Source: an optimization exercise on an open RTL-to-GDS flow (aim: small area, a short achievable clock period and few clock cycles per item). Production flows keep margins and buffers that such runs may drop. At most, simulation tests tie the RTL to the original design; equivalence was not proved.

Setup of old:
## sqrt_binary_search
module sqrt_binary_search (
    input  logic        clk,
    input  logic        rst,         
    input  logic        valid_in,
    input  logic [15:0] x,           
    output logic [15:0] x_sqrt,      
    output logic        valid_out
);
    logic [6:0] q_d, q_r;
    logic [8:0] r_d, r_r;
    logic [1:0] x_r;
    logic        v_r;
    logic [11:0] root;
    sqrt_head head (.x(x), .q(q_d), .r(r_d));
    always_ff @(posedge clk) begin
        if (rst) v_r <= 1'b0;
        else     v_r <= valid_in;
        q_r <= q_d;
        r_r <= r_d;
        x_r <= x[1:0];
    end
    sqrt_tail tail (.q(q_r), .r(r_r), .xl(x_r), .root(root));
    assign x_sqrt    = {4'd0, root};
    assign valid_out = v_r;
endmodule
export LEC_CHECK = 0
export ABC_AREA = 1
export CAP_MARGIN = 20
export CORE_MARGIN = 2
export CORE_UTILIZATION = 40
export PLACE_DENSITY = 0.85
export SETUP_SLACK_MARGIN = 3.5
export SLEW_MARGIN = 20
export TNS_END_PERCENT = 10
create_clock -name core_clock -period 11.0 [get_ports {clk}]
standard.sh (not shown) runs the stock make flow with config.mk's settings and CLKGATE_MAP_FILE= SYNTH_SCRIPT=/design/flow/synth_recipe.tcl, a recipe that flattens the netlist after the stock synthesis.
==> flow/flow/run.sh <==
#!/bin/bash
# The standard layout (standard.sh), with these changes:
#  - synthesis: no adder-cell mapping (ADDER_MAP_FILE empty), so ABC maps the
#    adders from plain gates instead of the slow ha/fa cells, and the final ABC
#    mapping uses flow/abc_iter.script (see flow/synth_iter.tcl);
#  - buf_2 cells as the port buffers (buffer_ports otherwise picks the slow
#    clkdlybuf4s50_1);
#  - setup repair only resizes cells (SETUP_MOVE_SEQUENCE=sizeup).
set -e
here=$(pwd)
export ADDER_MAP_FILE=
export BUFFER_PORTS_ARGS="-buffer_cell sky130_fd_sc_hd__buf_2"
export SETUP_MOVE_SEQUENCE=sizeup
bash standard.sh SYNTH_SCRIPT=$here/flow/synth_iter.tcl finish > standard.log 2>&1
==> flow/flow/abc_iter.script <==
strash
dch
map -B 0.9
strash
dch
map -B 0.9
strash
dch
map -B 0.9
strash
dch
map -B 0.9
strash
dch
map -B 0.9
strash
dch
map -B 0.9
strash
dch
map -B 0.9
strash
dch
map -B 0.9
topo
stime -c
buffer -c
upsize -c
dnsize -c
==> flow/flow/synth_iter.tcl <==
# The standard flow's synthesis (synth_recipe.tcl, which sources ORFS's synth.tcl) with one
# change: the final technology mapping runs ABC with abc_iter.script, which
# repeats ORFS's area script's strash/dch/map round 8 times before sizing.
# Everything before it (synth -nofsm -noshare, flip-flop mapping) and after it
# (flatten, renames) is the standard flow's own, so the registers are the standard ones.
set ::abc_iter_script [file normalize [file join [file dirname [info script]] abc_iter.script]]
set ::synth_recipe_tcl [file normalize [file join [file dirname [info script]] .. synth_recipe.tcl]]
proc abc {args} {
  set i [lsearch -exact $args -script]
  if {$i >= 0} { lset args [expr {$i + 1}] $::abc_iter_script }
  puts "abc: mapping with $::abc_iter_script"
  yosys abc {*}$args
}
source $::synth_recipe_tcl
Input changes introduced in new (baseline for comparison: old):
--- a/flow/design.v
+++ b/flow/design.v
@@ -1,11 +1,11 @@
 module sqrt_head (
     input  logic [15:0] x,
-    output logic [6:0] q,      
-    output logic [8:0] r       
+    output logic [7:0] q,      
+    output logic [9:0] r       
 );
     wire [2:0] a0 = {1'b0, x[15:14]};
     wire [2:0] o0 = 3'b111;   
     wire [2:0] g0_0 = a0 & o0;
     wire [2:0] p0_0 = a0 | o0;
     wire [2:0] g0_1, p0_1;
     assign g0_1[0] = g0_0[0];
@@ -317,25 +317,16 @@
     assign p6_4[6] = p6_3[6];
     assign g6_4[7] = g6_3[7];
     assign p6_4[7] = p6_3[7];
     assign g6_4[8] = g6_3[8] | (p6_3[8] & g6_3[7]);
     assign p6_4[8] = p6_3[8] & p6_3[7];
     wire [8:0] r7 = a6 ^ o6 ^ {g6_4[7:0], 1'b0};
     wire [6:0] q7 = {q6, ~r7[8]};
-    assign q = q7;
-    assign r = r7;
-endmodule
-module sqrt_tail (
-    input  logic [6:0] q,
-    input  logic [8:0] r,
-    input  logic [1:0] xl,     
-    output logic [11:0] root
-);
-    wire [9:0] a7 = {r[7:0], xl[1:0]};
-    wire [9:0] o7 = {q[0], q ^ {7{q[0]}}, 2'b11};
+    wire [9:0] a7 = {r7[7:0], x[1:0]};
+    wire [9:0] o7 = {q7[0], q7 ^ {7{q7[0]}}, 2'b11};
     wire [9:0] g7_0 = a7 & o7;
     wire [9:0] p7_0 = a7 | o7;
     wire [9:0] g7_1, p7_1;
     assign g7_1[0] = g7_0[0];
     assign p7_1[0] = p7_0[0];
     assign g7_1[1] = g7_0[1] | (p7_0[1] & g7_0[0]);
     assign p7_1[1] = p7_0[1] & p7_0[0];
@@ -415,17 +406,25 @@
     assign g7_4[7] = g7_3[7];
     assign p7_4[7] = p7_3[7];
     assign g7_4[8] = g7_3[8] | (p7_3[8] & g7_3[7]);
     assign p7_4[8] = p7_3[8] & p7_3[7];
     assign g7_4[9] = g7_3[9] | (p7_3[9] & g7_3[7]);
     assign p7_4[9] = p7_3[9] & p7_3[7];
     wire [9:0] r8 = a7 ^ o7 ^ {g7_4[8:0], 1'b0};
-    wire [7:0] q8 = {q, ~r8[9]};
-    wire [10:0] a8 = {r8[8:0], 2'b00};
-    wire [10:0] o8 = {q8[0], q8 ^ {8{q8[0]}}, 2'b11};
+    wire [7:0] q8 = {q7, ~r8[9]};
+    assign q = q8;
+    assign r = r8;
+endmodule
+module sqrt_tail (
+    input  logic [7:0] q,
+    input  logic [9:0] r,
+    output logic [11:0] root
+);
+    wire [10:0] a8 = {r[8:0], 2'b00};
+    wire [10:0] o8 = {q[0], q ^ {8{q[0]}}, 2'b11};
     wire [10:0] g8_0 = a8 & o8;
     wire [10:0] p8_0 = a8 | o8;
     wire [10:0] g8_1, p8_1;
     assign g8_1[0] = g8_0[0];
     assign p8_1[0] = p8_0[0];
     assign g8_1[1] = g8_0[1] | (p8_0[1] & g8_0[0]);
     assign p8_1[1] = p8_0[1] & p8_0[0];
@@ -513,15 +512,15 @@
     assign g8_4[8] = g8_3[8] | (p8_3[8] & g8_3[7]);
     assign p8_4[8] = p8_3[8] & p8_3[7];
     assign g8_4[9] = g8_3[9] | (p8_3[9] & g8_3[7]);
     assign p8_4[9] = p8_3[9] & p8_3[7];
     assign g8_4[10] = g8_3[10] | (p8_3[10] & g8_3[7]);
     assign p8_4[10] = p8_3[10] & p8_3[7];
     wire [10:0] r9 = a8 ^ o8 ^ {g8_4[9:0], 1'b0};
-    wire [8:0] q9 = {q8, ~r9[10]};
+    wire [8:0] q9 = {q, ~r9[10]};
     wire [11:0] a9 = {r9[9:0], 2'b00};
     wire [11:0] o9 = {q9[0], q9 ^ {9{q9[0]}}, 2'b11};
     wire [11:0] g9_0 = a9 & o9;
     wire [11:0] p9_0 = a9 | o9;
     wire [11:0] g9_1, p9_1;
     assign g9_1[0] = g9_0[0];
     assign p9_1[0] = p9_0[0];
@@ -866,24 +865,22 @@
     input  logic        clk,
     input  logic        rst,         
     input  logic        valid_in,
     input  logic [15:0] x,           
     output logic [15:0] x_sqrt,      
     output logic        valid_out
 );
-    logic [6:0] q_d, q_r;
-    logic [8:0] r_d, r_r;
-    logic [1:0] x_r;
+    logic [7:0] q_d, q_r;
+    logic [9:0] r_d, r_r;
     logic        v_r;
     logic [11:0] root;
     sqrt_head head (.x(x), .q(q_d), .r(r_d));
     always_ff @(posedge clk) begin
         if (rst) v_r <= 1'b0;
         else     v_r <= valid_in;
         q_r <= q_d;
         r_r <= r_d;
-        x_r <= x[1:0];
     end
-    sqrt_tail tail (.q(q_r), .r(r_r), .xl(x_r), .root(root));
+    sqrt_tail tail (.q(q_r), .r(r_r), .root(root));
     assign x_sqrt    = {4'd0, root};
     assign valid_out = v_r;
 endmodule
==> run summary <==
new went all the way through the flow, and no timing, DRC or antenna check failed. Relative to old, the final cell area reported for new is lower. Against old, new reports a core footprint that is lower. From old to new the numbers moved as follows: clock period minus worst slack lower; post-layout instance count excluding filler cells lower; worst-case setup margin in the final layout higher; area of the multi-input gates lower. Delta (new minus old): placement-stage worst setup slack went up, number of instances in the synthesized netlist went down, number of cells upsized or downsized after cts went down.
Testbench counts of new, summed over its fixed seeds: cycles 262,148, items 262,144.
The RTL of old was laid out without a check of its function.

-- separate check: timing with driven ports --
The results above use ideal ports. As a check the final layouts listed here were re-extracted and re-timed, cells and wires unchanged. Step 1 (the two cells are an assumption about what drives the block):
set clk [get_ports {clk}]
set_driving_cell -lib_cell sky130_fd_sc_hd__clkbuf_16 $clk
set_driving_cell -lib_cell sky130_fd_sc_hd__buf_2 [delete_from_list [all_inputs] $clk]
Step 2 adds t to the input delays and takes it off the output delays; t is the mean of the earliest and latest rising clock arrival at the registers after step 1. Input paths then give back, and output paths get back, about the clock's delay inside the block. Three values: ideal ports, drivers, drivers and shift; two values: the first two.
| run | t, ns | setup slack, ns | hold slack, ns | latest minus earliest clock arrival (ns) | cell pins on the clock port's net |
|---|---|---|---|---|---|
| old | 0.269 | 3.490 / 3.470 / 3.739 | 2.050 / 2.052 / 2.320 | 0.007 / 0.007 | 1 |
| new | 0.277 | 4.092 / 4.066 / 4.343 | 2.098 / 2.092 / 2.369 | 0.008 / 0.008 | 1 |
After both steps every run listed still meets setup and hold.
